Context: an optimization exercise on an open-source flow, tuned for small area, a short achievable clock period and few clock cycles. The choices shown serve that exercise and are no tape-out recipe.
No functional check of the RTL was part of any run shown here.
No activity file was given, so power comes from the tool's default toggle rates.

==> flow/design.v (outline; a module is shown in full before it is edited, if it fits) <==
// module JAM: 1232 lines
module JAM (
input CLK,
input RST,
output reg [2:0] W,
output reg [2:0] J,
input [6:0] Cost,
output reg [3:0] MatchCount,
output reg [9:0] MinCost,
output reg Valid );
  // ...
==> flow/run.sh <==
#!/bin/bash
# synth_recipe.tcl (not shown) runs the flow's synth.tcl, then flattens the netlist and writes it again
# the make line also repeats each setting of config.mk as NAME=value (left out here)
make -C /OpenROAD-flow-scripts/flow DESIGN_CONFIG=/design/flow/config.mk WORK_HOME=/design/flow/orfs CLKGATE_MAP_FILE= SYNTH_SCRIPT=/design/flow/synth_recipe.tcl finish
==> flow/config.mk <==
export PLATFORM = sky130hd
export DESIGN_NAME = JAM
export DESIGN_NICKNAME = JAM
export VERILOG_FILES = /design/flow/design.v
export SDC_FILE = /design/flow/constraint.sdc
export NUM_CORES = 4
export LEC_CHECK = 0
export CAP_MARGIN = 20
export CORE_MARGIN = 2
export CORE_UTILIZATION = 40
export SETUP_SLACK_MARGIN = 2.5
export SLEW_MARGIN = 20
export TNS_END_PERCENT = 100
==> flow/constraint.sdc <==
create_clock -name core_clock -period 5.0 [get_ports {CLK}]
set_input_delay 1.0000 -clock core_clock [delete_from_list [all_inputs] [get_ports {CLK}]]
set_output_delay 1.0000 -clock core_clock [all_outputs]
set_load 0.01 [all_outputs]
==> impl_metrics.ini, run 1 <==
[final_layout]
buf_share = 0.008407
nMultiInputCombCells = 3832
drive_above_1_share = 0.1015
dominant_cells = multi-input gates
layout_commonest_cell = dfxtp_1

[grt]
grt_max_degree = 33
overflow = 0
use_met1 = 0.2790

[critical_path]
critical-path-slowest-cell = a221oi_4
path_depth = 9
cp_slowest_stage_delay_ns = 0.43
cp_top_family = compound AO/OA/AOI/OAI gates

[routing]
drtPass1Iterations = 6
highest_layer = met4
drc = 0

[min_path]
min-delay-start = patD3[3]
worstHoldEndpoint = patD4[3]

[placement]
io_buffers = 29
dp.cells = 8154

[clock_tree]
cts_resized = 106
ctsHoldBuffers = 0
cts_tree = yes

[logic_synthesis]
syn_nets = 7090
ys_top_cells_by_count = dfxtp_1, ha_1, inv_1
syn_area_per_cell_um2 = 10.44
synth_most_common_cell = dfxtp_1
synthMuxAreaShare = 0.03338

[power_and_ir_drop]
p_sw_mw = 16.82
power_clock_mw = 11.7
p_per_area_nw_per_um2 = 624.0

[status]
status = no timing/DRC/antenna violations

[timing]
drv_slew = 0
finalHoldViolations = 0
setup_ws_ns = 2.544

[floorplan]
rows = 146
==> module JAM, before the edit <==
module JAM (
input CLK,
input RST,
output reg [2:0] W,
output reg [2:0] J,
input [6:0] Cost,
output reg [3:0] MatchCount,
output reg [9:0] MinCost,
output reg Valid );
function [1:0] cmp8;
  input [7:0] p;
  input [7:0] q;
  reg [7:0] x, g;
  reg l;
  integer k;
  begin
    x = p ^ q;
    g = ~p & q;
    l = 1'b0;
    for (k = 0; k < 8; k = k + 1) l = g[k] | (~x[k] & l);
    cmp8 = {l, ~|x};
  end
endfunction
function [1:0] cmp9;
  input [8:0] p;
  input [8:0] q;
  reg [8:0] x, g;
  reg l;
  integer k;
  begin
    x = p ^ q;
    g = ~p & q;
    l = 1'b0;
    for (k = 0; k < 9; k = k + 1) l = g[k] | (~x[k] & l);
    cmp9 = {l, ~|x};
  end
endfunction
function [1:0] cmp10;
  input [9:0] p;
  input [9:0] q;
  reg [9:0] x, g;
  reg l;
  integer k;
  begin
    x = p ^ q;
    g = ~p & q;
    l = 1'b0;
    for (k = 0; k < 10; k = k + 1) l = g[k] | (~x[k] & l);
    cmp10 = {l, ~|x};
  end
endfunction
function [3:0] mul16;
  input [3:0] a;
  input [3:0] b;
  begin
    case ({a, b})
      8'd0: mul16 = 4'd0;
      8'd1: mul16 = 4'd0;
      8'd2: mul16 = 4'd0;
      8'd3: mul16 = 4'd0;
      8'd4: mul16 = 4'd0;
      8'd5: mul16 = 4'd0;
      8'd6: mul16 = 4'd0;
      8'd7: mul16 = 4'd0;
      8'd8: mul16 = 4'd0;
      8'd9: mul16 = 4'd0;
      8'd10: mul16 = 4'd0;
      8'd11: mul16 = 4'd0;
      8'd12: mul16 = 4'd0;
      8'd13: mul16 = 4'd0;
      8'd14: mul16 = 4'd0;
      8'd15: mul16 = 4'd0;
      8'd16: mul16 = 4'd0;
      8'd17: mul16 = 4'd1;
      8'd18: mul16 = 4'd2;
      8'd19: mul16 = 4'd3;
      8'd20: mul16 = 4'd4;
      8'd21: mul16 = 4'd5;
      8'd22: mul16 = 4'd6;
      8'd23: mul16 = 4'd7;
      8'd24: mul16 = 4'd8;
      8'd25: mul16 = 4'd9;
      8'd26: mul16 = 4'd10;
      8'd27: mul16 = 4'd11;
      8'd28: mul16 = 4'd12;
      8'd29: mul16 = 4'd13;
      8'd30: mul16 = 4'd14;
      8'd31: mul16 = 4'd15;
      8'd32: mul16 = 4'd0;
      8'd33: mul16 = 4'd2;
      8'd34: mul16 = 4'd4;
      8'd35: mul16 = 4'd6;
      8'd36: mul16 = 4'd8;
      8'd37: mul16 = 4'd10;
      8'd38: mul16 = 4'd12;
      8'd39: mul16 = 4'd14;
      8'd40: mul16 = 4'd0;
      8'd41: mul16 = 4'd2;
      8'd42: mul16 = 4'd4;
      8'd43: mul16 = 4'd6;
      8'd44: mul16 = 4'd8;
      8'd45: mul16 = 4'd10;
      8'd46: mul16 = 4'd12;
      8'd47: mul16 = 4'd14;
      8'd48: mul16 = 4'd0;
      8'd49: mul16 = 4'd3;
      8'd50: mul16 = 4'd6;
      8'd51: mul16 = 4'd9;
      8'd52: mul16 = 4'd12;
      8'd53: mul16 = 4'd15;
      8'd54: mul16 = 4'd2;
      8'd55: mul16 = 4'd5;
      8'd56: mul16 = 4'd8;
      8'd57: mul16 = 4'd11;
      8'd58: mul16 = 4'd14;
      8'd59: mul16 = 4'd1;
      8'd60: mul16 = 4'd4;
      8'd61: mul16 = 4'd7;
      8'd62: mul16 = 4'd10;
      8'd63: mul16 = 4'd13;
      8'd64: mul16 = 4'd0;
      8'd65: mul16 = 4'd4;
      8'd66: mul16 = 4'd8;
      8'd67: mul16 = 4'd12;
      8'd68: mul16 = 4'd0;
      8'd69: mul16 = 4'd4;
      8'd70: mul16 = 4'd8;
      8'd71: mul16 = 4'd12;
      8'd72: mul16 = 4'd0;
      8'd73: mul16 = 4'd4;
      8'd74: mul16 = 4'd8;
      8'd75: mul16 = 4'd12;
      8'd76: mul16 = 4'd0;
      8'd77: mul16 = 4'd4;
      8'd78: mul16 = 4'd8;
      8'd79: mul16 = 4'd12;
      8'd80: mul16 = 4'd0;
      8'd81: mul16 = 4'd5;
      8'd82: mul16 = 4'd10;
      8'd83: mul16 = 4'd15;
      8'd84: mul16 = 4'd4;
      8'd85: mul16 = 4'd9;
      8'd86: mul16 = 4'd14;
      8'd87: mul16 = 4'd3;
      8'd88: mul16 = 4'd8;
      8'd89: mul16 = 4'd13;
      8'd90: mul16 = 4'd2;
      8'd91: mul16 = 4'd7;
      8'd92: mul16 = 4'd12;
      8'd93: mul16 = 4'd1;
      8'd94: mul16 = 4'd6;
      8'd95: mul16 = 4'd11;
      8'd96: mul16 = 4'd0;
      8'd97: mul16 = 4'd6;
      8'd98: mul16 = 4'd12;
      8'd99: mul16 = 4'd2;
      8'd100: mul16 = 4'd8;
      8'd101: mul16 = 4'd14;
      8'd102: mul16 = 4'd4;
      8'd103: mul16 = 4'd10;
      8'd104: mul16 = 4'd0;
      8'd105: mul16 = 4'd6;
      8'd106: mul16 = 4'd12;
      8'd107: mul16 = 4'd2;
      8'd108: mul16 = 4'd8;
      8'd109: mul16 = 4'd14;
      8'd110: mul16 = 4'd4;
      8'd111: mul16 = 4'd10;
      8'd112: mul16 = 4'd0;
      8'd113: mul16 = 4'd7;
      8'd114: mul16 = 4'd14;
      8'd115: mul16 = 4'd5;
      8'd116: mul16 = 4'd12;
      8'd117: mul16 = 4'd3;
      8'd118: mul16 = 4'd10;
      8'd119: mul16 = 4'd1;
      8'd120: mul16 = 4'd8;
      8'd121: mul16 = 4'd15;
      8'd122: mul16 = 4'd6;
      8'd123: mul16 = 4'd13;
      8'd124: mul16 = 4'd4;
      8'd125: mul16 = 4'd11;
      8'd126: mul16 = 4'd2;
      8'd127: mul16 = 4'd9;
      8'd128: mul16 = 4'd0;
      8'd129: mul16 = 4'd8;
      8'd130: mul16 = 4'd0;
      8'd131: mul16 = 4'd8;
      8'd132: mul16 = 4'd0;
      8'd133: mul16 = 4'd8;
      8'd134: mul16 = 4'd0;
      8'd135: mul16 = 4'd8;
      8'd136: mul16 = 4'd0;
      8'd137: mul16 = 4'd8;
      8'd138: mul16 = 4'd0;
      8'd139: mul16 = 4'd8;
      8'd140: mul16 = 4'd0;
      8'd141: mul16 = 4'd8;
      8'd142: mul16 = 4'd0;
      8'd143: mul16 = 4'd8;
      8'd144: mul16 = 4'd0;
      8'd145: mul16 = 4'd9;
      8'd146: mul16 = 4'd2;
      8'd147: mul16 = 4'd11;
      8'd148: mul16 = 4'd4;
      8'd149: mul16 = 4'd13;
      8'd150: mul16 = 4'd6;
      8'd151: mul16 = 4'd15;
      8'd152: mul16 = 4'd8;
      8'd153: mul16 = 4'd1;
      8'd154: mul16 = 4'd10;
      8'd155: mul16 = 4'd3;
      8'd156: mul16 = 4'd12;
      8'd157: mul16 = 4'd5;
      8'd158: mul16 = 4'd14;
      8'd159: mul16 = 4'd7;
      8'd160: mul16 = 4'd0;
      8'd161: mul16 = 4'd10;
      8'd162: mul16 = 4'd4;
      8'd163: mul16 = 4'd14;
      8'd164: mul16 = 4'd8;
      8'd165: mul16 = 4'd2;
      8'd166: mul16 = 4'd12;
      8'd167: mul16 = 4'd6;
      8'd168: mul16 = 4'd0;
      8'd169: mul16 = 4'd10;
      8'd170: mul16 = 4'd4;
      8'd171: mul16 = 4'd14;
      8'd172: mul16 = 4'd8;
      8'd173: mul16 = 4'd2;
      8'd174: mul16 = 4'd12;
      8'd175: mul16 = 4'd6;
      8'd176: mul16 = 4'd0;
      8'd177: mul16 = 4'd11;
      8'd178: mul16 = 4'd6;
      8'd179: mul16 = 4'd1;
      8'd180: mul16 = 4'd12;
      8'd181: mul16 = 4'd7;
      8'd182: mul16 = 4'd2;
      8'd183: mul16 = 4'd13;
      8'd184: mul16 = 4'd8;
      8'd185: mul16 = 4'd3;
      8'd186: mul16 = 4'd14;
      8'd187: mul16 = 4'd9;
      8'd188: mul16 = 4'd4;
      8'd189: mul16 = 4'd15;
      8'd190: mul16 = 4'd10;
      8'd191: mul16 = 4'd5;
      8'd192: mul16 = 4'd0;
      8'd193: mul16 = 4'd12;
      8'd194: mul16 = 4'd8;
      8'd195: mul16 = 4'd4;
      8'd196: mul16 = 4'd0;
      8'd197: mul16 = 4'd12;
      8'd198: mul16 = 4'd8;
      8'd199: mul16 = 4'd4;
      8'd200: mul16 = 4'd0;
      8'd201: mul16 = 4'd12;
      8'd202: mul16 = 4'd8;
      8'd203: mul16 = 4'd4;
      8'd204: mul16 = 4'd0;
      8'd205: mul16 = 4'd12;
      8'd206: mul16 = 4'd8;
      8'd207: mul16 = 4'd4;
      8'd208: mul16 = 4'd0;
      8'd209: mul16 = 4'd13;
      8'd210: mul16 = 4'd10;
      8'd211: mul16 = 4'd7;
      8'd212: mul16 = 4'd4;
      8'd213: mul16 = 4'd1;
      8'd214: mul16 = 4'd14;
      8'd215: mul16 = 4'd11;
      8'd216: mul16 = 4'd8;
      8'd217: mul16 = 4'd5;
      8'd218: mul16 = 4'd2;
      8'd219: mul16 = 4'd15;
      8'd220: mul16 = 4'd12;
      8'd221: mul16 = 4'd9;
      8'd222: mul16 = 4'd6;
      8'd223: mul16 = 4'd3;
      8'd224: mul16 = 4'd0;
      8'd225: mul16 = 4'd14;
      8'd226: mul16 = 4'd12;
      8'd227: mul16 = 4'd10;
      8'd228: mul16 = 4'd8;
      8'd229: mul16 = 4'd6;
      8'd230: mul16 = 4'd4;
      8'd231: mul16 = 4'd2;
      8'd232: mul16 = 4'd0;
      8'd233: mul16 = 4'd14;
      8'd234: mul16 = 4'd12;
      8'd235: mul16 = 4'd10;
      8'd236: mul16 = 4'd8;
      8'd237: mul16 = 4'd6;
      8'd238: mul16 = 4'd4;
      8'd239: mul16 = 4'd2;
      8'd240: mul16 = 4'd0;
      8'd241: mul16 = 4'd15;
      8'd242: mul16 = 4'd14;
      8'd243: mul16 = 4'd13;
      8'd244: mul16 = 4'd12;
      8'd245: mul16 = 4'd11;
      8'd246: mul16 = 4'd10;
      8'd247: mul16 = 4'd9;
      8'd248: mul16 = 4'd8;
      8'd249: mul16 = 4'd7;
      8'd250: mul16 = 4'd6;
      8'd251: mul16 = 4'd5;
      8'd252: mul16 = 4'd4;
      8'd253: mul16 = 4'd3;
      8'd254: mul16 = 4'd2;
      8'd255: mul16 = 4'd1;
      default: mul16 = 4'd0;
    endcase
  end
endfunction
reg [7:0] cnt;
wire reading = (cnt[7:6] == 2'd0);
always @(posedge CLK or posedge RST)
  if (RST) cnt <= 8'd0;
  else if (cnt != 8'd255) cnt <= cnt + 8'd1;
wire [7:0] cntn = cnt + 8'd1;
reg [2:0] wnext;
always @(*) begin
  case (cntn[5:3])
    3'd0: wnext = 3'd0;
    3'd1: wnext = 3'd4;
    3'd2: wnext = 3'd1;
    3'd3: wnext = 3'd5;
    3'd4: wnext = 3'd2;
    3'd5: wnext = 3'd6;
    3'd6: wnext = 3'd3;
    3'd7: wnext = 3'd7;
    default: wnext = 3'd0;
  endcase
end
reg [2:0] Wi;    
always @(posedge CLK or posedge RST)
  if (RST) Wi <= 3'd0;
  else Wi <= wnext;
always @(posedge CLK) begin
  W <= RST ? 3'd0 : wnext;
  J <= RST ? 3'd0 : cntn[2:0];
end
reg [6:0] R0_0, R0_1, R0_2, R0_3, R0_4, R0_5, R0_6, R0_7;
reg [6:0] R1_0, R1_1, R1_2, R1_3, R1_4, R1_5, R1_6, R1_7;
reg [6:0] R2_0, R2_1, R2_2, R2_3, R2_4, R2_5, R2_6, R2_7;
reg [6:0] R3_0, R3_1, R3_2, R3_3, R3_4, R3_5, R3_6, R3_7;
reg [6:0] R4_0, R4_1, R4_2, R4_3, R4_4, R4_5, R4_6, R4_7;
reg [6:0] R5_0, R5_1, R5_2, R5_3, R5_4, R5_5, R5_6, R5_7;
reg [6:0] R6_0, R6_1, R6_2, R6_3, R6_4, R6_5, R6_6, R6_7;
reg [6:0] R7_0, R7_1, R7_2, R7_3, R7_4, R7_5, R7_6, R7_7;
always @(posedge CLK) begin
  R0_0 <= R0_1;
  R0_1 <= R0_2;
  R0_2 <= R0_3;
  R0_3 <= R0_4;
  R0_5 <= R0_6;
  R0_6 <= R0_7;
  R0_7 <= R0_0;
  R0_4 <= (reading && Wi == 3'd0) ? Cost : R0_5;
  R1_0 <= R1_1;
  R1_1 <= R1_2;
  R1_2 <= R1_3;
  R1_3 <= R1_4;
  R1_5 <= R1_6;
  R1_6 <= R1_7;
  R1_7 <= R1_0;
  R1_4 <= (reading && Wi == 3'd1) ? Cost : R1_5;
  R2_0 <= R2_1;
  R2_1 <= R2_2;
  R2_2 <= R2_3;
  R2_3 <= R2_4;
  R2_5 <= R2_6;
  R2_6 <= R2_7;
  R2_7 <= R2_0;
  R2_4 <= (reading && Wi == 3'd2) ? Cost : R2_5;
  R3_0 <= R3_1;
  R3_1 <= R3_2;
  R3_2 <= R3_3;
  R3_3 <= R3_4;
  R3_5 <= R3_6;
  R3_6 <= R3_7;
  R3_7 <= R3_0;
  R3_4 <= (reading && Wi == 3'd3) ? Cost : R3_5;
  R4_0 <= R4_1;
  R4_1 <= R4_2;
  R4_2 <= R4_3;
  R4_3 <= R4_4;
  R4_5 <= R4_6;
  R4_6 <= R4_7;
  R4_7 <= R4_0;
  R4_4 <= (reading && Wi == 3'd4) ? Cost : R4_5;
  R5_0 <= R5_1;
  R5_1 <= R5_2;
  R5_2 <= R5_3;
  R5_3 <= R5_4;
  R5_5 <= R5_6;
  R5_6 <= R5_7;
  R5_7 <= R5_0;
  R5_4 <= (reading && Wi == 3'd5) ? Cost : R5_5;
  R6_0 <= R6_1;
  R6_1 <= R6_2;
  R6_2 <= R6_3;
  R6_3 <= R6_4;
  R6_5 <= R6_6;
  R6_6 <= R6_7;
  R6_7 <= R6_0;
  R6_4 <= (reading && Wi == 3'd6) ? Cost : R6_5;
  R7_0 <= R7_1;
  R7_1 <= R7_2;
  R7_2 <= R7_3;
  R7_3 <= R7_4;
  R7_5 <= R7_6;
  R7_6 <= R7_7;
  R7_7 <= R7_0;
  R7_4 <= (reading && Wi == 3'd7) ? Cost : R7_5;
end
wire ev0 = (cnt >= 8'd57) && (cnt < 8'd127);
wire last0 = (cnt == 8'd126);
wire first0 = (cnt == 8'd57);
reg [7:1] ev, lst, fst;
always @(posedge CLK or posedge RST)
  if (RST) begin ev <= 7'd0; lst <= 7'd0; fst <= 7'd0; end
  else begin ev <= {ev[6:1], ev0}; lst <= {lst[6:1], last0}; fst <= {fst[6:1], first0}; end
wire [7:0] kn = cntn - 8'd56;
reg [3:0] patn;
always @(*) begin
  case (kn)
    8'd0: patn = 4'd0;
    8'd1: patn = 4'd0;
    8'd2: patn = 4'd0;
    8'd3: patn = 4'd0;
    8'd4: patn = 4'd0;
    8'd5: patn = 4'd0;
    8'd6: patn = 4'd0;
    8'd7: patn = 4'd0;
    8'd8: patn = 4'd1;
    8'd9: patn = 4'd1;
    8'd10: patn = 4'd1;
    8'd11: patn = 4'd1;
    8'd12: patn = 4'd1;
    8'd13: patn = 4'd1;
    8'd14: patn = 4'd1;
    8'd15: patn = 4'd1;
    8'd16: patn = 4'd2;
    8'd17: patn = 4'd2;
    8'd18: patn = 4'd2;
    8'd19: patn = 4'd2;
    8'd20: patn = 4'd2;
    8'd21: patn = 4'd2;
    8'd22: patn = 4'd2;
    8'd23: patn = 4'd2;
    8'd24: patn = 4'd3;
    8'd25: patn = 4'd3;
    8'd26: patn = 4'd3;
    8'd27: patn = 4'd3;
    8'd28: patn = 4'd3;
    8'd29: patn = 4'd3;
    8'd30: patn = 4'd3;
    8'd31: patn = 4'd3;
    8'd32: patn = 4'd4;
    8'd33: patn = 4'd4;
    8'd34: patn = 4'd4;
    8'd35: patn = 4'd4;
    8'd36: patn = 4'd4;
    8'd37: patn = 4'd4;
    8'd38: patn = 4'd4;
    8'd39: patn = 4'd4;
    8'd40: patn = 4'd5;
    8'd41: patn = 4'd5;
    8'd42: patn = 4'd5;
    8'd43: patn = 4'd5;
    8'd44: patn = 4'd5;
    8'd45: patn = 4'd5;
    8'd46: patn = 4'd5;
    8'd47: patn = 4'd5;
    8'd48: patn = 4'd6;
    8'd49: patn = 4'd6;
    8'd50: patn = 4'd6;
    8'd51: patn = 4'd6;
    8'd52: patn = 4'd6;
    8'd53: patn = 4'd6;
    8'd54: patn = 4'd6;
    8'd55: patn = 4'd6;
    8'd56: patn = 4'd7;
    8'd57: patn = 4'd7;
    8'd58: patn = 4'd7;
    8'd59: patn = 4'd7;
    8'd60: patn = 4'd7;
    8'd61: patn = 4'd7;
    8'd62: patn = 4'd7;
    8'd63: patn = 4'd7;
    8'd64: patn = 4'd8;
    8'd65: patn = 4'd8;
    8'd66: patn = 4'd8;
    8'd67: patn = 4'd8;
    8'd68: patn = 4'd9;
    8'd69: patn = 4'd9;
    default: patn = 4'd0;
  endcase
end
reg [3:0] patD0, patD1, patD2, patD3, patD4;
always @(posedge CLK) begin
  patD0 <= patn;
  patD1 <= patD0;
  patD2 <= patD1;
  patD3 <= patD2;
  patD4 <= patD3;
end
wire [6:0] X0_0 = R0_0;
wire [6:0] X1_0 = R1_0;
reg [6:0] X0_1; reg [6:0] X0_1_d;
always @(*) begin
  case (patD0)
    4'd0: X0_1_d = R0_2;
    4'd1: X0_1_d = R0_6;
    4'd2: X0_1_d = R0_2;
    4'd3: X0_1_d = R0_2;
    4'd4: X0_1_d = R0_2;
    4'd5: X0_1_d = R0_6;
    4'd6: X0_1_d = R0_6;
    4'd7: X0_1_d = R0_2;
    4'd8: X0_1_d = R0_2;
    4'd9: X0_1_d = R0_3;
    default: X0_1_d = R0_2;
  endcase
end
always @(posedge CLK) X0_1 <= X0_1_d;
reg [6:0] X1_1; reg [6:0] X1_1_d;
always @(*) begin
  case (patD0)
    4'd0: X1_1_d = R1_2;
    4'd1: X1_1_d = R1_6;
    4'd2: X1_1_d = R1_2;
    4'd3: X1_1_d = R1_2;
    4'd4: X1_1_d = R1_2;
    4'd5: X1_1_d = R1_6;
    4'd6: X1_1_d = R1_6;
    4'd7: X1_1_d = R1_2;
    4'd8: X1_1_d = R1_2;
    4'd9: X1_1_d = R1_3;
    default: X1_1_d = R1_2;
  endcase
end
always @(posedge CLK) X1_1 <= X1_1_d;
reg [6:0] X0_2; reg [6:0] X0_2_d;
always @(*) begin
  case (patD0)
    4'd0: X0_2_d = R0_3;
    4'd1: X0_2_d = R0_5;
    4'd2: X0_2_d = R0_3;
    4'd3: X0_2_d = R0_3;
    4'd4: X0_2_d = R0_5;
    4'd5: X0_2_d = R0_3;
    4'd6: X0_2_d = R0_3;
    4'd7: X0_2_d = R0_5;
    4'd8: X0_2_d = R0_5;
    4'd9: X0_2_d = R0_5;
    default: X0_2_d = R0_3;
  endcase
end
always @(posedge CLK) X0_2 <= X0_2_d;
reg [6:0] X1_2; reg [6:0] X1_2_d;
always @(*) begin
  case (patD0)
    4'd0: X1_2_d = R1_3;
    4'd1: X1_2_d = R1_5;
    4'd2: X1_2_d = R1_3;
    4'd3: X1_2_d = R1_3;
    4'd4: X1_2_d = R1_5;
    4'd5: X1_2_d = R1_3;
    4'd6: X1_2_d = R1_3;
    4'd7: X1_2_d = R1_5;
    4'd8: X1_2_d = R1_5;
    4'd9: X1_2_d = R1_5;
    default: X1_2_d = R1_3;
  endcase
end
always @(posedge CLK) X1_2 <= X1_2_d;
reg [6:0] X0_3; reg [6:0] X0_3_d;
always @(*) begin
  case (patD0)
    4'd0: X0_3_d = R0_4;
    4'd1: X0_3_d = R0_7;
    4'd2: X0_3_d = R0_6;
    4'd3: X0_3_d = R0_7;
    4'd4: X0_3_d = R0_4;
    4'd5: X0_3_d = R0_7;
    4'd6: X0_3_d = R0_4;
    4'd7: X0_3_d = R0_7;
    4'd8: X0_3_d = R0_6;
    4'd9: X0_3_d = R0_7;
    default: X0_3_d = R0_4;
  endcase
end
always @(posedge CLK) X0_3 <= X0_3_d;
reg [6:0] X1_3; reg [6:0] X1_3_d;
always @(*) begin
  case (patD0)
    4'd0: X1_3_d = R1_4;
    4'd1: X1_3_d = R1_7;
    4'd2: X1_3_d = R1_6;
    4'd3: X1_3_d = R1_7;
    4'd4: X1_3_d = R1_4;
    4'd5: X1_3_d = R1_7;
    4'd6: X1_3_d = R1_4;
    4'd7: X1_3_d = R1_7;
    4'd8: X1_3_d = R1_6;
    4'd9: X1_3_d = R1_7;
    default: X1_3_d = R1_4;
  endcase
end
always @(posedge CLK) X1_3 <= X1_3_d;
wire [6:0] X2_0 = R2_6;
reg [6:0] X2_1; reg [6:0] X2_1_d;
always @(*) begin
  case (patD2)
    4'd0: X2_1_d = R2_0;
    4'd1: X2_1_d = R2_4;
    4'd2: X2_1_d = R2_0;
    4'd3: X2_1_d = R2_0;
    4'd4: X2_1_d = R2_0;
    4'd5: X2_1_d = R2_4;
    4'd6: X2_1_d = R2_4;
    4'd7: X2_1_d = R2_0;
    4'd8: X2_1_d = R2_0;
    4'd9: X2_1_d = R2_1;
    default: X2_1_d = R2_0;
  endcase
end
always @(posedge CLK) X2_1 <= X2_1_d;
reg [6:0] X2_2; reg [6:0] X2_2_d;
always @(*) begin
  case (patD2)
    4'd0: X2_2_d = R2_1;
    4'd1: X2_2_d = R2_3;
    4'd2: X2_2_d = R2_1;
    4'd3: X2_2_d = R2_1;
    4'd4: X2_2_d = R2_3;
    4'd5: X2_2_d = R2_1;
    4'd6: X2_2_d = R2_1;
    4'd7: X2_2_d = R2_3;
    4'd8: X2_2_d = R2_3;
    4'd9: X2_2_d = R2_3;
    default: X2_2_d = R2_1;
  endcase
end
always @(posedge CLK) X2_2 <= X2_2_d;
reg [6:0] X2_3; reg [6:0] X2_3_d;
always @(*) begin
  case (patD2)
    4'd0: X2_3_d = R2_2;
    4'd1: X2_3_d = R2_5;
    4'd2: X2_3_d = R2_4;
    4'd3: X2_3_d = R2_5;
    4'd4: X2_3_d = R2_2;
    4'd5: X2_3_d = R2_5;
    4'd6: X2_3_d = R2_2;
    4'd7: X2_3_d = R2_5;
    4'd8: X2_3_d = R2_4;
    4'd9: X2_3_d = R2_5;
    default: X2_3_d = R2_2;
  endcase
end
always @(posedge CLK) X2_3 <= X2_3_d;
wire [6:0] X3_0 = R3_4;
reg [6:0] X3_1; reg [6:0] X3_1_d;
always @(*) begin
  case (patD4)
    4'd0: X3_1_d = R3_6;
    4'd1: X3_1_d = R3_2;
    4'd2: X3_1_d = R3_6;
    4'd3: X3_1_d = R3_6;
    4'd4: X3_1_d = R3_6;
    4'd5: X3_1_d = R3_2;
    4'd6: X3_1_d = R3_2;
    4'd7: X3_1_d = R3_6;
    4'd8: X3_1_d = R3_6;
    4'd9: X3_1_d = R3_7;
    default: X3_1_d = R3_6;
  endcase
end
always @(posedge CLK) X3_1 <= X3_1_d;
reg [6:0] X3_2; reg [6:0] X3_2_d;
always @(*) begin
  case (patD4)
    4'd0: X3_2_d = R3_7;
    4'd1: X3_2_d = R3_1;
    4'd2: X3_2_d = R3_7;
    4'd3: X3_2_d = R3_7;
    4'd4: X3_2_d = R3_1;
    4'd5: X3_2_d = R3_7;
    4'd6: X3_2_d = R3_7;
    4'd7: X3_2_d = R3_1;
    4'd8: X3_2_d = R3_1;
    4'd9: X3_2_d = R3_1;
    default: X3_2_d = R3_7;
  endcase
end
always @(posedge CLK) X3_2 <= X3_2_d;
reg [6:0] X3_3; reg [6:0] X3_3_d;
always @(*) begin
  case (patD4)
    4'd0: X3_3_d = R3_0;
    4'd1: X3_3_d = R3_3;
    4'd2: X3_3_d = R3_2;
    4'd3: X3_3_d = R3_3;
    4'd4: X3_3_d = R3_0;
    4'd5: X3_3_d = R3_3;
    4'd6: X3_3_d = R3_0;
    4'd7: X3_3_d = R3_3;
    4'd8: X3_3_d = R3_2;
    4'd9: X3_3_d = R3_3;
    default: X3_3_d = R3_0;
  endcase
end
always @(posedge CLK) X3_3 <= X3_3_d;
reg [7:0] TS_01_1, TS_01_2;
reg [7:0] TS_02_1, TS_02_2;
reg [7:0] TS_03_1, TS_03_2;
reg [7:0] TS_12_1, TS_12_2;
reg [7:0] TS_13_1, TS_13_2;
reg [7:0] TS_23_1, TS_23_2;
always @(posedge CLK) begin
  TS_01_1 <= X0_0 + X1_1;
  TS_01_2 <= X0_1 + X1_0;
  TS_02_1 <= X0_0 + X1_2;
  TS_02_2 <= X0_2 + X1_0;
  TS_03_1 <= X0_0 + X1_3;
  TS_03_2 <= X0_3 + X1_0;
  TS_12_1 <= X0_1 + X1_2;
  TS_12_2 <= X0_2 + X1_1;
  TS_13_1 <= X0_1 + X1_3;
  TS_13_2 <= X0_3 + X1_1;
  TS_23_1 <= X0_2 + X1_3;
  TS_23_2 <= X0_3 + X1_2;
end
wire [1:0] TP_01_c = cmp8(TS_01_1, TS_01_2);
reg [7:0] TP_01; reg TP_01_e;
wire [1:0] TP_02_c = cmp8(TS_02_1, TS_02_2);
reg [7:0] TP_02; reg TP_02_e;
wire [1:0] TP_03_c = cmp8(TS_03_1, TS_03_2);
reg [7:0] TP_03; reg TP_03_e;
wire [1:0] TP_12_c = cmp8(TS_12_1, TS_12_2);
reg [7:0] TP_12; reg TP_12_e;
wire [1:0] TP_13_c = cmp8(TS_13_1, TS_13_2);
reg [7:0] TP_13; reg TP_13_e;
wire [1:0] TP_23_c = cmp8(TS_23_1, TS_23_2);
reg [7:0] TP_23; reg TP_23_e;
always @(posedge CLK) begin
  TP_01 <= TP_01_c[1] ? TS_01_1 : TS_01_2;
  TP_01_e <= TP_01_c[0];
  TP_02 <= TP_02_c[1] ? TS_02_1 : TS_02_2;
  TP_02_e <= TP_02_c[0];
  TP_03 <= TP_03_c[1] ? TS_03_1 : TS_03_2;
  TP_03_e <= TP_03_c[0];
  TP_12 <= TP_12_c[1] ? TS_12_1 : TS_12_2;
  TP_12_e <= TP_12_c[0];
  TP_13 <= TP_13_c[1] ? TS_13_1 : TS_13_2;
  TP_13_e <= TP_13_c[0];
  TP_23 <= TP_23_c[1] ? TS_23_1 : TS_23_2;
  TP_23_e <= TP_23_c[0];
end
reg [5:0] TE2, TE3;
always @(posedge CLK) begin
  TE2 <= {TP_23_e, TP_13_e, TP_12_e, TP_03_e, TP_02_e, TP_01_e};
  TE3 <= TE2;
end
reg [8:0] TU3_012_0, TU3_012_1, TU3_012_2;
reg [8:0] TU3_013_0, TU3_013_1, TU3_013_3;
reg [8:0] TU3_023_0, TU3_023_2, TU3_023_3;
reg [8:0] TU3_123_1, TU3_123_2, TU3_123_3;
always @(posedge CLK) begin
  TU3_012_0 <= {1'b0, TP_12} + {2'b0, X2_0};
  TU3_012_1 <= {1'b0, TP_02} + {2'b0, X2_1};
  TU3_012_2 <= {1'b0, TP_01} + {2'b0, X2_2};
  TU3_013_0 <= {1'b0, TP_13} + {2'b0, X2_0};
  TU3_013_1 <= {1'b0, TP_03} + {2'b0, X2_1};
  TU3_013_3 <= {1'b0, TP_01} + {2'b0, X2_3};
  TU3_023_0 <= {1'b0, TP_23} + {2'b0, X2_0};
  TU3_023_2 <= {1'b0, TP_03} + {2'b0, X2_2};
  TU3_023_3 <= {1'b0, TP_02} + {2'b0, X2_3};
  TU3_123_1 <= {1'b0, TP_23} + {2'b0, X2_1};
  TU3_123_2 <= {1'b0, TP_13} + {2'b0, X2_2};
  TU3_123_3 <= {1'b0, TP_12} + {2'b0, X2_3};
end
wire [1:0] TF3_012_c01 = cmp9(TU3_012_0, TU3_012_1);
wire [1:0] TF3_012_c02 = cmp9(TU3_012_0, TU3_012_2);
wire [1:0] TF3_012_c12 = cmp9(TU3_012_1, TU3_012_2);
wire TF3_012_m0 = ~(~TF3_012_c01[1] & ~TF3_012_c01[0]) & ~(~TF3_012_c02[1] & ~TF3_012_c02[0]);
wire TF3_012_m1 = ~TF3_012_c01[1] & ~(~TF3_012_c12[1] & ~TF3_012_c12[0]);
wire TF3_012_m2 = ~TF3_012_c02[1] & ~TF3_012_c12[1];
reg [8:0] TV3_012; reg [2:0] TM3_012;
always @(posedge CLK) begin
  TV3_012 <= ({9{TF3_012_m0}} & TU3_012_0) | ({9{TF3_012_m1}} & TU3_012_1) | ({9{TF3_012_m2}} & TU3_012_2);
  TM3_012 <= {TF3_012_m2, TF3_012_m1, TF3_012_m0};
end
wire [1:0] TF3_013_c01 = cmp9(TU3_013_0, TU3_013_1);
wire [1:0] TF3_013_c02 = cmp9(TU3_013_0, TU3_013_3);
wire [1:0] TF3_013_c12 = cmp9(TU3_013_1, TU3_013_3);
wire TF3_013_m0 = ~(~TF3_013_c01[1] & ~TF3_013_c01[0]) & ~(~TF3_013_c02[1] & ~TF3_013_c02[0]);
wire TF3_013_m1 = ~TF3_013_c01[1] & ~(~TF3_013_c12[1] & ~TF3_013_c12[0]);
wire TF3_013_m2 = ~TF3_013_c02[1] & ~TF3_013_c12[1];
reg [8:0] TV3_013; reg [2:0] TM3_013;
always @(posedge CLK) begin
  TV3_013 <= ({9{TF3_013_m0}} & TU3_013_0) | ({9{TF3_013_m1}} & TU3_013_1) | ({9{TF3_013_m2}} & TU3_013_3);
  TM3_013 <= {TF3_013_m2, TF3_013_m1, TF3_013_m0};
end
wire [1:0] TF3_023_c01 = cmp9(TU3_023_0, TU3_023_2);
wire [1:0] TF3_023_c02 = cmp9(TU3_023_0, TU3_023_3);
wire [1:0] TF3_023_c12 = cmp9(TU3_023_2, TU3_023_3);
wire TF3_023_m0 = ~(~TF3_023_c01[1] & ~TF3_023_c01[0]) & ~(~TF3_023_c02[1] & ~TF3_023_c02[0]);
wire TF3_023_m1 = ~TF3_023_c01[1] & ~(~TF3_023_c12[1] & ~TF3_023_c12[0]);
wire TF3_023_m2 = ~TF3_023_c02[1] & ~TF3_023_c12[1];
reg [8:0] TV3_023; reg [2:0] TM3_023;
always @(posedge CLK) begin
  TV3_023 <= ({9{TF3_023_m0}} & TU3_023_0) | ({9{TF3_023_m1}} & TU3_023_2) | ({9{TF3_023_m2}} & TU3_023_3);
  TM3_023 <= {TF3_023_m2, TF3_023_m1, TF3_023_m0};
end
wire [1:0] TF3_123_c01 = cmp9(TU3_123_1, TU3_123_2);
wire [1:0] TF3_123_c02 = cmp9(TU3_123_1, TU3_123_3);
wire [1:0] TF3_123_c12 = cmp9(TU3_123_2, TU3_123_3);
wire TF3_123_m0 = ~(~TF3_123_c01[1] & ~TF3_123_c01[0]) & ~(~TF3_123_c02[1] & ~TF3_123_c02[0]);
wire TF3_123_m1 = ~TF3_123_c01[1] & ~(~TF3_123_c12[1] & ~TF3_123_c12[0]);
wire TF3_123_m2 = ~TF3_123_c02[1] & ~TF3_123_c12[1];
reg [8:0] TV3_123; reg [2:0] TM3_123;
always @(posedge CLK) begin
  TV3_123 <= ({9{TF3_123_m0}} & TU3_123_1) | ({9{TF3_123_m1}} & TU3_123_2) | ({9{TF3_123_m2}} & TU3_123_3);
  TM3_123 <= {TF3_123_m2, TF3_123_m1, TF3_123_m0};
end
reg [8:0] TU4_0, TU4_1, TU4_2, TU4_3;
reg [2:0] TN3_0, TN3_1, TN3_2, TN3_3;
always @(posedge CLK) begin
  TU4_0 <= TV3_123 + {2'b0, X3_0};    
  TN3_0 <= ({3{TM3_123[0]}} & {1'b0, TE3[5], ~TE3[5]}) + ({3{TM3_123[1]}} & {1'b0, TE3[4], ~TE3[4]}) + ({3{TM3_123[2]}} & {1'b0, TE3[3], ~TE3[3]});
  TU4_1 <= TV3_023 + {2'b0, X3_1};    
  TN3_1 <= ({3{TM3_023[0]}} & {1'b0, TE3[5], ~TE3[5]}) + ({3{TM3_023[1]}} & {1'b0, TE3[2], ~TE3[2]}) + ({3{TM3_023[2]}} & {1'b0, TE3[1], ~TE3[1]});
  TU4_2 <= TV3_013 + {2'b0, X3_2};    
  TN3_2 <= ({3{TM3_013[0]}} & {1'b0, TE3[4], ~TE3[4]}) + ({3{TM3_013[1]}} & {1'b0, TE3[2], ~TE3[2]}) + ({3{TM3_013[2]}} & {1'b0, TE3[0], ~TE3[0]});
  TU4_3 <= TV3_012 + {2'b0, X3_3};    
  TN3_3 <= ({3{TM3_012[0]}} & {1'b0, TE3[3], ~TE3[3]}) + ({3{TM3_012[1]}} & {1'b0, TE3[1], ~TE3[1]}) + ({3{TM3_012[2]}} & {1'b0, TE3[0], ~TE3[0]});
end
wire [1:0] TF4_c01 = cmp9(TU4_0, TU4_1);
wire [1:0] TF4_c02 = cmp9(TU4_0, TU4_2);
wire [1:0] TF4_c03 = cmp9(TU4_0, TU4_3);
wire [1:0] TF4_c12 = cmp9(TU4_1, TU4_2);
wire [1:0] TF4_c13 = cmp9(TU4_1, TU4_3);
wire [1:0] TF4_c23 = cmp9(TU4_2, TU4_3);
wire TF4_m0 = ~(~TF4_c01[1] & ~TF4_c01[0]) & ~(~TF4_c02[1] & ~TF4_c02[0]) & ~(~TF4_c03[1] & ~TF4_c03[0]);
wire TF4_m1 = ~TF4_c01[1] & ~(~TF4_c12[1] & ~TF4_c12[0]) & ~(~TF4_c13[1] & ~TF4_c13[0]);
wire TF4_m2 = ~TF4_c02[1] & ~TF4_c12[1] & ~(~TF4_c23[1] & ~TF4_c23[0]);
wire TF4_m3 = ~TF4_c03[1] & ~TF4_c13[1] & ~TF4_c23[1];
wire [3:0] TN01 = {1'b0, TN3_0} + {1'b0, TN3_1};
wire [3:0] TN23 = {1'b0, TN3_2} + {1'b0, TN3_3};
reg [8:0] TV4; reg [3:0] TCA, TCB;    
always @(posedge CLK) begin
  TV4 <= ({9{TF4_m0}} & TU4_0) | ({9{TF4_m1}} & TU4_1) | ({9{TF4_m2}} & TU4_2) | ({9{TF4_m3}} & TU4_3);
  TCA <= (TF4_m0 & TF4_m1) ? TN01 : TF4_m0 ? {1'b0, TN3_0} : TF4_m1 ? {1'b0, TN3_1} : 4'd0;
  TCB <= (TF4_m2 & TF4_m3) ? TN23 : TF4_m2 ? {1'b0, TN3_2} : TF4_m3 ? {1'b0, TN3_3} : 4'd0;
end
reg [6:0] X4_0; reg [6:0] X4_0_d;
always @(*) begin
  case (patD0)
    4'd0: X4_0_d = R4_5;
    4'd1: X4_0_d = R4_3;
    4'd2: X4_0_d = R4_5;
    4'd3: X4_0_d = R4_5;
    4'd4: X4_0_d = R4_3;
    4'd5: X4_0_d = R4_5;
    4'd6: X4_0_d = R4_5;
    4'd7: X4_0_d = R4_3;
    4'd8: X4_0_d = R4_3;
    4'd9: X4_0_d = R4_6;
    default: X4_0_d = R4_5;
  endcase
end
always @(posedge CLK) X4_0 <= X4_0_d;
reg [6:0] X5_0; reg [6:0] X5_0_d;
always @(*) begin
  case (patD0)
    4'd0: X5_0_d = R5_5;
    4'd1: X5_0_d = R5_3;
    4'd2: X5_0_d = R5_5;
    4'd3: X5_0_d = R5_5;
    4'd4: X5_0_d = R5_3;
    4'd5: X5_0_d = R5_5;
    4'd6: X5_0_d = R5_5;
    4'd7: X5_0_d = R5_3;
    4'd8: X5_0_d = R5_3;
    4'd9: X5_0_d = R5_6;
    default: X5_0_d = R5_5;
  endcase
end
always @(posedge CLK) X5_0 <= X5_0_d;
reg [6:0] X4_1; reg [6:0] X4_1_d;
always @(*) begin
  case (patD0)
    4'd0: X4_1_d = R4_6;
    4'd1: X4_1_d = R4_2;
    4'd2: X4_1_d = R4_4;
    4'd3: X4_1_d = R4_6;
    4'd4: X4_1_d = R4_6;
    4'd5: X4_1_d = R4_2;
    4'd6: X4_1_d = R4_2;
    4'd7: X4_1_d = R4_6;
    4'd8: X4_1_d = R4_4;
    4'd9: X4_1_d = R4_2;
    default: X4_1_d = R4_6;
  endcase
end
always @(posedge CLK) X4_1 <= X4_1_d;
reg [6:0] X5_1; reg [6:0] X5_1_d;
always @(*) begin
  case (patD0)
    4'd0: X5_1_d = R5_6;
    4'd1: X5_1_d = R5_2;
    4'd2: X5_1_d = R5_4;
    4'd3: X5_1_d = R5_6;
    4'd4: X5_1_d = R5_6;
    4'd5: X5_1_d = R5_2;
    4'd6: X5_1_d = R5_2;
    4'd7: X5_1_d = R5_6;
    4'd8: X5_1_d = R5_4;
    4'd9: X5_1_d = R5_2;
    default: X5_1_d = R5_6;
  endcase
end
always @(posedge CLK) X5_1 <= X5_1_d;
wire [6:0] X4_2 = R4_7;
wire [6:0] X5_2 = R5_7;
reg [6:0] X4_3; reg [6:0] X4_3_d;
always @(*) begin
  case (patD0)
    4'd0: X4_3_d = R4_7;
    4'd1: X4_3_d = R4_4;
    4'd2: X4_3_d = R4_7;
    4'd3: X4_3_d = R4_4;
    4'd4: X4_3_d = R4_7;
    4'd5: X4_3_d = R4_4;
    4'd6: X4_3_d = R4_7;
    4'd7: X4_3_d = R4_4;
    4'd8: X4_3_d = R4_7;
    4'd9: X4_3_d = R4_4;
    default: X4_3_d = R4_7;
  endcase
end
always @(posedge CLK) X4_3 <= X4_3_d;
reg [6:0] X5_3; reg [6:0] X5_3_d;
always @(*) begin
  case (patD0)
    4'd0: X5_3_d = R5_7;
    4'd1: X5_3_d = R5_4;
    4'd2: X5_3_d = R5_7;
    4'd3: X5_3_d = R5_4;
    4'd4: X5_3_d = R5_7;
    4'd5: X5_3_d = R5_4;
    4'd6: X5_3_d = R5_7;
    4'd7: X5_3_d = R5_4;
    4'd8: X5_3_d = R5_7;
    4'd9: X5_3_d = R5_4;
    default: X5_3_d = R5_7;
  endcase
end
always @(posedge CLK) X5_3 <= X5_3_d;
reg [6:0] X6_0; reg [6:0] X6_0_d;
always @(*) begin
  case (patD2)
    4'd0: X6_0_d = R6_3;
    4'd1: X6_0_d = R6_1;
    4'd2: X6_0_d = R6_3;
    4'd3: X6_0_d = R6_3;
    4'd4: X6_0_d = R6_1;
    4'd5: X6_0_d = R6_3;
    4'd6: X6_0_d = R6_3;
    4'd7: X6_0_d = R6_1;
    4'd8: X6_0_d = R6_1;
    4'd9: X6_0_d = R6_4;
    default: X6_0_d = R6_3;
  endcase
end
always @(posedge CLK) X6_0 <= X6_0_d;
reg [6:0] X6_1; reg [6:0] X6_1_d;
always @(*) begin
  case (patD2)
    4'd0: X6_1_d = R6_4;
    4'd1: X6_1_d = R6_0;
    4'd2: X6_1_d = R6_2;
    4'd3: X6_1_d = R6_4;
    4'd4: X6_1_d = R6_4;
    4'd5: X6_1_d = R6_0;
    4'd6: X6_1_d = R6_0;
    4'd7: X6_1_d = R6_4;
    4'd8: X6_1_d = R6_2;
    4'd9: X6_1_d = R6_0;
    default: X6_1_d = R6_4;
  endcase
end
always @(posedge CLK) X6_1 <= X6_1_d;
wire [6:0] X6_2 = R6_5;
reg [6:0] X6_3; reg [6:0] X6_3_d;
always @(*) begin
  case (patD2)
    4'd0: X6_3_d = R6_5;
    4'd1: X6_3_d = R6_2;
    4'd2: X6_3_d = R6_5;
    4'd3: X6_3_d = R6_2;
    4'd4: X6_3_d = R6_5;
    4'd5: X6_3_d = R6_2;
    4'd6: X6_3_d = R6_5;
    4'd7: X6_3_d = R6_2;
    4'd8: X6_3_d = R6_5;
    4'd9: X6_3_d = R6_2;
    default: X6_3_d = R6_5;
  endcase
end
always @(posedge CLK) X6_3 <= X6_3_d;
reg [6:0] X7_0; reg [6:0] X7_0_d;
always @(*) begin
  case (patD4)
    4'd0: X7_0_d = R7_1;
    4'd1: X7_0_d = R7_7;
    4'd2: X7_0_d = R7_1;
    4'd3: X7_0_d = R7_1;
    4'd4: X7_0_d = R7_7;
    4'd5: X7_0_d = R7_1;
    4'd6: X7_0_d = R7_1;
    4'd7: X7_0_d = R7_7;
    4'd8: X7_0_d = R7_7;
    4'd9: X7_0_d = R7_2;
    default: X7_0_d = R7_1;
  endcase
end
always @(posedge CLK) X7_0 <= X7_0_d;
reg [6:0] X7_1; reg [6:0] X7_1_d;
always @(*) begin
  case (patD4)
    4'd0: X7_1_d = R7_2;
    4'd1: X7_1_d = R7_6;
    4'd2: X7_1_d = R7_0;
    4'd3: X7_1_d = R7_2;
    4'd4: X7_1_d = R7_2;
    4'd5: X7_1_d = R7_6;
    4'd6: X7_1_d = R7_6;
    4'd7: X7_1_d = R7_2;
    4'd8: X7_1_d = R7_0;
    4'd9: X7_1_d = R7_6;
    default: X7_1_d = R7_2;
  endcase
end
always @(posedge CLK) X7_1 <= X7_1_d;
wire [6:0] X7_2 = R7_3;
reg [6:0] X7_3; reg [6:0] X7_3_d;
always @(*) begin
  case (patD4)
    4'd0: X7_3_d = R7_3;
    4'd1: X7_3_d = R7_0;
    4'd2: X7_3_d = R7_3;
    4'd3: X7_3_d = R7_0;
    4'd4: X7_3_d = R7_3;
    4'd5: X7_3_d = R7_0;
    4'd6: X7_3_d = R7_3;
    4'd7: X7_3_d = R7_0;
    4'd8: X7_3_d = R7_3;
    4'd9: X7_3_d = R7_0;
    default: X7_3_d = R7_3;
  endcase
end
always @(posedge CLK) X7_3 <= X7_3_d;
reg [7:0] BS_01_1, BS_01_2;
reg [7:0] BS_02_1, BS_02_2;
reg [7:0] BS_03_1, BS_03_2;
reg [7:0] BS_12_1, BS_12_2;
reg [7:0] BS_13_1, BS_13_2;
reg [7:0] BS_23_1, BS_23_2;
always @(posedge CLK) begin
  BS_01_1 <= X4_0 + X5_1;
  BS_01_2 <= X4_1 + X5_0;
  BS_02_1 <= X4_0 + X5_2;
  BS_02_2 <= X4_2 + X5_0;
  BS_03_1 <= X4_0 + X5_3;
  BS_03_2 <= X4_3 + X5_0;
  BS_12_1 <= X4_1 + X5_2;
  BS_12_2 <= X4_2 + X5_1;
  BS_13_1 <= X4_1 + X5_3;
  BS_13_2 <= X4_3 + X5_1;
  BS_23_1 <= X4_2 + X5_3;
  BS_23_2 <= X4_3 + X5_2;
end
wire [1:0] BP_01_c = cmp8(BS_01_1, BS_01_2);
reg [7:0] BP_01; reg BP_01_e;
wire [1:0] BP_02_c = cmp8(BS_02_1, BS_02_2);
reg [7:0] BP_02; reg BP_02_e;
wire [1:0] BP_03_c = cmp8(BS_03_1, BS_03_2);
reg [7:0] BP_03; reg BP_03_e;
wire [1:0] BP_12_c = cmp8(BS_12_1, BS_12_2);
reg [7:0] BP_12; reg BP_12_e;
wire [1:0] BP_13_c = cmp8(BS_13_1, BS_13_2);
reg [7:0] BP_13; reg BP_13_e;
wire [1:0] BP_23_c = cmp8(BS_23_1, BS_23_2);
reg [7:0] BP_23; reg BP_23_e;
always @(posedge CLK) begin
  BP_01 <= BP_01_c[1] ? BS_01_1 : BS_01_2;
  BP_01_e <= BP_01_c[0];
  BP_02 <= BP_02_c[1] ? BS_02_1 : BS_02_2;
  BP_02_e <= BP_02_c[0];
  BP_03 <= BP_03_c[1] ? BS_03_1 : BS_03_2;
  BP_03_e <= BP_03_c[0];
  BP_12 <= BP_12_c[1] ? BS_12_1 : BS_12_2;
  BP_12_e <= BP_12_c[0];
  BP_13 <= BP_13_c[1] ? BS_13_1 : BS_13_2;
  BP_13_e <= BP_13_c[0];
  BP_23 <= BP_23_c[1] ? BS_23_1 : BS_23_2;
  BP_23_e <= BP_23_c[0];
end
reg [5:0] BE2, BE3;
always @(posedge CLK) begin
  BE2 <= {BP_23_e, BP_13_e, BP_12_e, BP_03_e, BP_02_e, BP_01_e};
  BE3 <= BE2;
end
reg [8:0] BU3_012_0, BU3_012_1, BU3_012_2;
reg [8:0] BU3_013_0, BU3_013_1, BU3_013_3;
reg [8:0] BU3_023_0, BU3_023_2, BU3_023_3;
reg [8:0] BU3_123_1, BU3_123_2, BU3_123_3;
always @(posedge CLK) begin
  BU3_012_0 <= {1'b0, BP_12} + {2'b0, X6_0};
  BU3_012_1 <= {1'b0, BP_02} + {2'b0, X6_1};
  BU3_012_2 <= {1'b0, BP_01} + {2'b0, X6_2};
  BU3_013_0 <= {1'b0, BP_13} + {2'b0, X6_0};
  BU3_013_1 <= {1'b0, BP_03} + {2'b0, X6_1};
  BU3_013_3 <= {1'b0, BP_01} + {2'b0, X6_3};
  BU3_023_0 <= {1'b0, BP_23} + {2'b0, X6_0};
  BU3_023_2 <= {1'b0, BP_03} + {2'b0, X6_2};
  BU3_023_3 <= {1'b0, BP_02} + {2'b0, X6_3};
  BU3_123_1 <= {1'b0, BP_23} + {2'b0, X6_1};
  BU3_123_2 <= {1'b0, BP_13} + {2'b0, X6_2};
  BU3_123_3 <= {1'b0, BP_12} + {2'b0, X6_3};
end
wire [1:0] BF3_012_c01 = cmp9(BU3_012_0, BU3_012_1);
wire [1:0] BF3_012_c02 = cmp9(BU3_012_0, BU3_012_2);
wire [1:0] BF3_012_c12 = cmp9(BU3_012_1, BU3_012_2);
wire BF3_012_m0 = ~(~BF3_012_c01[1] & ~BF3_012_c01[0]) & ~(~BF3_012_c02[1] & ~BF3_012_c02[0]);
wire BF3_012_m1 = ~BF3_012_c01[1] & ~(~BF3_012_c12[1] & ~BF3_012_c12[0]);
wire BF3_012_m2 = ~BF3_012_c02[1] & ~BF3_012_c12[1];
reg [8:0] BV3_012; reg [2:0] BM3_012;
always @(posedge CLK) begin
  BV3_012 <= ({9{BF3_012_m0}} & BU3_012_0) | ({9{BF3_012_m1}} & BU3_012_1) | ({9{BF3_012_m2}} & BU3_012_2);
  BM3_012 <= {BF3_012_m2, BF3_012_m1, BF3_012_m0};
end
wire [1:0] BF3_013_c01 = cmp9(BU3_013_0, BU3_013_1);
wire [1:0] BF3_013_c02 = cmp9(BU3_013_0, BU3_013_3);
wire [1:0] BF3_013_c12 = cmp9(BU3_013_1, BU3_013_3);
wire BF3_013_m0 = ~(~BF3_013_c01[1] & ~BF3_013_c01[0]) & ~(~BF3_013_c02[1] & ~BF3_013_c02[0]);
wire BF3_013_m1 = ~BF3_013_c01[1] & ~(~BF3_013_c12[1] & ~BF3_013_c12[0]);
wire BF3_013_m2 = ~BF3_013_c02[1] & ~BF3_013_c12[1];
reg [8:0] BV3_013; reg [2:0] BM3_013;
always @(posedge CLK) begin
  BV3_013 <= ({9{BF3_013_m0}} & BU3_013_0) | ({9{BF3_013_m1}} & BU3_013_1) | ({9{BF3_013_m2}} & BU3_013_3);
  BM3_013 <= {BF3_013_m2, BF3_013_m1, BF3_013_m0};
end
wire [1:0] BF3_023_c01 = cmp9(BU3_023_0, BU3_023_2);
wire [1:0] BF3_023_c02 = cmp9(BU3_023_0, BU3_023_3);
wire [1:0] BF3_023_c12 = cmp9(BU3_023_2, BU3_023_3);
wire BF3_023_m0 = ~(~BF3_023_c01[1] & ~BF3_023_c01[0]) & ~(~BF3_023_c02[1] & ~BF3_023_c02[0]);
wire BF3_023_m1 = ~BF3_023_c01[1] & ~(~BF3_023_c12[1] & ~BF3_023_c12[0]);
wire BF3_023_m2 = ~BF3_023_c02[1] & ~BF3_023_c12[1];
reg [8:0] BV3_023; reg [2:0] BM3_023;
always @(posedge CLK) begin
  BV3_023 <= ({9{BF3_023_m0}} & BU3_023_0) | ({9{BF3_023_m1}} & BU3_023_2) | ({9{BF3_023_m2}} & BU3_023_3);
  BM3_023 <= {BF3_023_m2, BF3_023_m1, BF3_023_m0};
end
wire [1:0] BF3_123_c01 = cmp9(BU3_123_1, BU3_123_2);
wire [1:0] BF3_123_c02 = cmp9(BU3_123_1, BU3_123_3);
wire [1:0] BF3_123_c12 = cmp9(BU3_123_2, BU3_123_3);
wire BF3_123_m0 = ~(~BF3_123_c01[1] & ~BF3_123_c01[0]) & ~(~BF3_123_c02[1] & ~BF3_123_c02[0]);
wire BF3_123_m1 = ~BF3_123_c01[1] & ~(~BF3_123_c12[1] & ~BF3_123_c12[0]);
wire BF3_123_m2 = ~BF3_123_c02[1] & ~BF3_123_c12[1];
reg [8:0] BV3_123; reg [2:0] BM3_123;
always @(posedge CLK) begin
  BV3_123 <= ({9{BF3_123_m0}} & BU3_123_1) | ({9{BF3_123_m1}} & BU3_123_2) | ({9{BF3_123_m2}} & BU3_123_3);
  BM3_123 <= {BF3_123_m2, BF3_123_m1, BF3_123_m0};
end
reg [8:0] BU4_0, BU4_1, BU4_2, BU4_3;
reg [2:0] BN3_0, BN3_1, BN3_2, BN3_3;
always @(posedge CLK) begin
  BU4_0 <= BV3_123 + {2'b0, X7_0};    
  BN3_0 <= ({3{BM3_123[0]}} & {1'b0, BE3[5], ~BE3[5]}) + ({3{BM3_123[1]}} & {1'b0, BE3[4], ~BE3[4]}) + ({3{BM3_123[2]}} & {1'b0, BE3[3], ~BE3[3]});
  BU4_1 <= BV3_023 + {2'b0, X7_1};    
  BN3_1 <= ({3{BM3_023[0]}} & {1'b0, BE3[5], ~BE3[5]}) + ({3{BM3_023[1]}} & {1'b0, BE3[2], ~BE3[2]}) + ({3{BM3_023[2]}} & {1'b0, BE3[1], ~BE3[1]});
  BU4_2 <= BV3_013 + {2'b0, X7_2};    
  BN3_2 <= ({3{BM3_013[0]}} & {1'b0, BE3[4], ~BE3[4]}) + ({3{BM3_013[1]}} & {1'b0, BE3[2], ~BE3[2]}) + ({3{BM3_013[2]}} & {1'b0, BE3[0], ~BE3[0]});
  BU4_3 <= BV3_012 + {2'b0, X7_3};    
  BN3_3 <= ({3{BM3_012[0]}} & {1'b0, BE3[3], ~BE3[3]}) + ({3{BM3_012[1]}} & {1'b0, BE3[1], ~BE3[1]}) + ({3{BM3_012[2]}} & {1'b0, BE3[0], ~BE3[0]});
end
wire [1:0] BF4_c01 = cmp9(BU4_0, BU4_1);
wire [1:0] BF4_c02 = cmp9(BU4_0, BU4_2);
wire [1:0] BF4_c03 = cmp9(BU4_0, BU4_3);
wire [1:0] BF4_c12 = cmp9(BU4_1, BU4_2);
wire [1:0] BF4_c13 = cmp9(BU4_1, BU4_3);
wire [1:0] BF4_c23 = cmp9(BU4_2, BU4_3);
wire BF4_m0 = ~(~BF4_c01[1] & ~BF4_c01[0]) & ~(~BF4_c02[1] & ~BF4_c02[0]) & ~(~BF4_c03[1] & ~BF4_c03[0]);
wire BF4_m1 = ~BF4_c01[1] & ~(~BF4_c12[1] & ~BF4_c12[0]) & ~(~BF4_c13[1] & ~BF4_c13[0]);
wire BF4_m2 = ~BF4_c02[1] & ~BF4_c12[1] & ~(~BF4_c23[1] & ~BF4_c23[0]);
wire BF4_m3 = ~BF4_c03[1] & ~BF4_c13[1] & ~BF4_c23[1];
wire [3:0] BN01 = {1'b0, BN3_0} + {1'b0, BN3_1};
wire [3:0] BN23 = {1'b0, BN3_2} + {1'b0, BN3_3};
reg [8:0] BV4; reg [3:0] BCA, BCB;    
always @(posedge CLK) begin
  BV4 <= ({9{BF4_m0}} & BU4_0) | ({9{BF4_m1}} & BU4_1) | ({9{BF4_m2}} & BU4_2) | ({9{BF4_m3}} & BU4_3);
  BCA <= (BF4_m0 & BF4_m1) ? BN01 : BF4_m0 ? {1'b0, BN3_0} : BF4_m1 ? {1'b0, BN3_1} : 4'd0;
  BCB <= (BF4_m2 & BF4_m3) ? BN23 : BF4_m2 ? {1'b0, BN3_2} : BF4_m3 ? {1'b0, BN3_3} : 4'd0;
end
wire [3:0] Fn = TCA + TCB;
wire [3:0] Gn = BCA + BCB;
reg [9:0] tot; reg [3:0] totn;
always @(posedge CLK) begin
  tot <= {1'b0, TV4} + {1'b0, BV4};
  totn <= mul16(Fn, Gn);
end
reg [9:0] mc; reg [3:0] mn;
wire [1:0] tc = cmp10(tot, mc);
wire ld = fst[7] || (ev[7] && tc[1]);
wire acc = ev[7] && tc[0];
wire [9:0] mc_n = ld ? tot : mc;
wire [3:0] mn_n = ld ? totn : acc ? mn + totn : mn;
always @(posedge CLK) begin
  mc <= mc_n; mn <= mn_n;
  if (ld) MinCost <= tot;
  if (ld) MatchCount <= totn; else if (acc) MatchCount <= MatchCount + totn;
  Valid <= RST ? 1'b0 : (Valid | lst[7]);
end
endmodule
==> run 2, diff against run 1 <==
--- a/flow/design.v
+++ b/flow/design.v
@@ -1211,11 +1211,11 @@
   BCB <= (BF4_m2 & BF4_m3) ? BN23 : BF4_m2 ? {1'b0, BN3_2} : BF4_m3 ? {1'b0, BN3_3} : 4'd0;
 end
-wire [3:0] Fn = TCA + TCB;
-wire [3:0] Gn = BCA + BCB;
-reg [9:0] tot; reg [3:0] totn;
+reg [9:0] tot; reg [3:0] Fn, Gn;
 always @(posedge CLK) begin
   tot <= {1'b0, TV4} + {1'b0, BV4};
-  totn <= mul16(Fn, Gn);
+  Fn <= TCA + TCB;
+  Gn <= BCA + BCB;
 end
+wire [3:0] totn = mul16(Fn, Gn);
 reg [9:0] mc; reg [3:0] mn;
 wire [1:0] tc = cmp10(tot, mc);
--- a/flow/config.mk
+++ b/flow/config.mk
@@ -6,4 +6,5 @@
 export NUM_CORES = 4
 export LEC_CHECK = 0
+export ABC_AREA = 1
 export CAP_MARGIN = 20
 export CORE_MARGIN = 2
==> run 2 against run 1 <==
  * Sequential share of layout area up 0.22 points
  * Sequential power barely moved
  * Setup slack better by 0.0078 ns
  * Combinational power about the same
  * Final cell count increased by 11%
  * Maximum frequency rose by 0.32%
  * Clock skew grew 0.0024 ns
  * Register-to-register slack improved by 0.11 ns
  * Synthesized cell count grew 15%
  * Global-route usage rose by 0.20 points
  * Critical path type is now reg2out
  * Highest routed layer unchanged
==> impl_metrics.ini, run 2 <==
[status]
status = no timing/DRC/antenna violations

[grt]
overflow = 0
grt_pass1_vias = 44660
grt_pass1_wl_um = 258100
antenna_found_initial = 16
grt_max_degree = 33
track_usage = 0.2059

[timing]
drv_slew = 0
fin_crit_sh = 0.4896
fin_tns_setup_ns = 0
whs_ns = 0.3103
slew_headroom = 0.4148
layout_min_cycle_time_ns = 2.448
worst_slew_pin_slew_ns = 0.8777
finalSetupViolCount = 0
rsz0062_at_grt = true
skew_ns = 0.03308
finalHoldViolations = 0
fmax_mhz = 408.5

[logic_synthesis]
synth_top_cell_by_area = dfxtp_1
yosys_warnings = 1
synth-main-ff-cell = dfxtp_1
syn_nets = 7990
syn_area_per_cell_um2 = 9.112
synthCells = 7017
synthArstFlopShare = 0.02178
synth-edff-count = 14
yosysSeqAreaShare = 0.4646
synth_cell_types = 51
ys_top_cells_by_count = nand2_1, dfxtp_1, inv_1
synth_top_area_share = 0.4455
synth_area_um2 = 63940
synth_most_common_cell = nand2_1
synthTopCellsByArea = dfxtp_1, ha_1, nand2_1, inv_1, a21oi_1
yosys_register_bits = 1469

[final_layout]
drive_above_1_share = 0.05051
fin_nets = 8155
syn_to_final_growth_pct = 13.05
top_regs = MinCost (10), tot (10)
layout_common_cells = nand2_1, dfxtp_1, inv_1
layout_commonest_cell = nand2_1
final_area_um2 = 72280

[critical_path]
reg2reg_from = TU3_123_3[2]
r2r_slack_ns = 2.65
worstSetupPathType = reg2out
cp_top_family = flip-flops
start_kind = flop
r2r_cells = 11
worst-path-buf-inv = 1
cp.arrival_ns = 1.45
cp_cell_sequence = clkdlybuf4s15_1
cp_slowest_stage_delay_ns = 0.40
critical-path-slowest-cell = edfxtp_1
cp_max_fo = 2
endpoint_kind = primary output
timing.rr.end = TV3_123[7]
cp_data_required_time_ns = 4.00

[routing]
dr.first_iter.drc_count = 3331
drc = 0
routedWlPerCell_um = 18.08
vias_per_cell = 4.869
vias = 45670
drt-total-wl_um = 169600
drtPass1Iterations = 5
ant_nets = 0

[power_and_ir_drop]
p_leak_nw = 35.44
peakVddDrop_mv = 0.3956
p_per_area_nw_per_um2 = 629.9

[floorplan]
die_w_um = 403.8
die_y_um = 403.8
die_area_um2 = 163100
rows = 146
coreArea_um2 = 158600
io_pins = 30
initial_utilization = 0.4032

[placement]
hpwl_um = 133600
io_buffers = 29
place_congestion = 0.9045
dpl-instance-area_um2 = 66620

[min_path]
hold_depth = 0
hold_class = reg2reg
min-delay-start = R2_7[6]
worstHoldEndpoint = R2_6[6]

[clock_tree]
clock_path_buffers = 3
cts_tree = yes
clk_pin_slew_worst_paths_ns = 0.06
clock-sinks = 1469
ctsHoldBuffers = 0
insertion_delay_ns = 0.79
cts_buffers = 152
cts-root-buf = clkbuf_16
htreeDepth = 4

[run]
max_cap_violations = 0
run 2: changes by cell type after synthesis, sizes merged, moves of 34 or more:
cell    change
o221ai     -77
nor2      +157
xor2      +172
nor2b     -127
a21oi     +246
o21ai      -69
mux2      -175
nand3     +300
nand2b     -59
xnor2     -146
a21o      -162
nand2     +917
inv       +186
o21a       -34
run 2: routing by layer:
layer | GRT usage | up-vias | share of wire
met1 | 0.2725 | 21230 | 0.46
met5 | 0 | - | 0
met2 | 0.3496 | 985 | 0.47
li1 | - | 23180 | -
met3 | 0.02585 | 270 | 0.043
met4 | 0.06291 | 0 | 0.028
run 2: cell type report:
class                      instances  area [um^2]
fill                           15070        86280
multi-input combinational       4545        30560
sequential                      1469        29710
clock buffer                     203         4289
inverter                         946         3595
tap                             2072         2592
clock inverter                    75        943.4
timing repair buffer              65        575.6
timing repair inverter             3        17.52
antenna                            1        2.502
run 2: stage by stage:
step,util,setup slack [ns],std cells,power (mW)
final,0.4559,2.552,9379,45.53
after global placement,0.4201,2.088,9066,33.01
after detailed placement,0.4201,2.104,9066,33.35
after global routing,0.4559,2.451,9378,48.92
after CTS,0.4537,2.505,9354,45.15
after floorplan,-,2.783,7017,27.65
run 2: cells by family (layout without fill, tap and decap cells):
family,count (synthesis),in the layout,synth area share
DFF,1469,1469,0.4646
xor gates and xnor gates,355,355,0.04863
buffers and inverters,1004,1292,0.05957
other,0,1,0
AOI/OAI and AO/OA,981,981,0.08587
adders and majority gates,964,964,0.1980
and+or+nand+nor,2244,2245,0.1433
run 2: power by group:
| part | switching (mW) | internal, mW |
|---|---|---|
| Sequential | 2.35 | 14.4 |
| Combinational | 10.7 | 6.35 |
| Clock | 4.87 | 6.83 |
run 2: repair_timing:
item                                    in CTS  in global routing
pin swaps                                    0                  6
setup buffers                               10                 20
endpoints found under the setup margin      84                158
resized for setup                           49                 42
gates cloned                                 0                  4
run 2: how the worst max path moves through the flow:
stage,startpoint,endpoint,cells after the start
5_1_grt,BU3_012_0[2],BV3_012[7],12
3_5_place_dp,patD2[3],X2_3[6],6
2_1_floorplan,BCA[0],flop,12
4_1_cts,MinCost[8],MinCost[8],1
3_3_place_gp,patD2[3],X2_3[2],6
6_report,MinCost[8],MinCost[8],1

[afterwards: timing with drivers on the ports]
Ports are ideal in the flow. The routed layouts listed here were re-timed in OpenROAD. Step 1, drivers: a clkbuf_16 drives CLK and a buf_2 each remaining input, both assumed. Step 2 also shifts input and output timing later by t, the mid clock arrival at the registers, as if the neighbouring blocks saw the same clock. a / b / c = ideal ports / drivers / drivers and shift; a / b = the first two.
| run | t, ns | setup WS [ns] | slew at the worst register clock pin (ns) |
|---|---|---|---|
| run 1 | 0.841 | 2.544 / 2.507 / 2.357 | 0.07 / 0.07 |
| run 2 | 0.851 | 2.552 / 2.478 / 2.523 | 0.07 / 0.07 |
After both steps setup and hold are still met in every run listed. The setup slack of run 1, which loses most, moves by -0.037 ns with the drivers and by -0.187 ns with both steps.
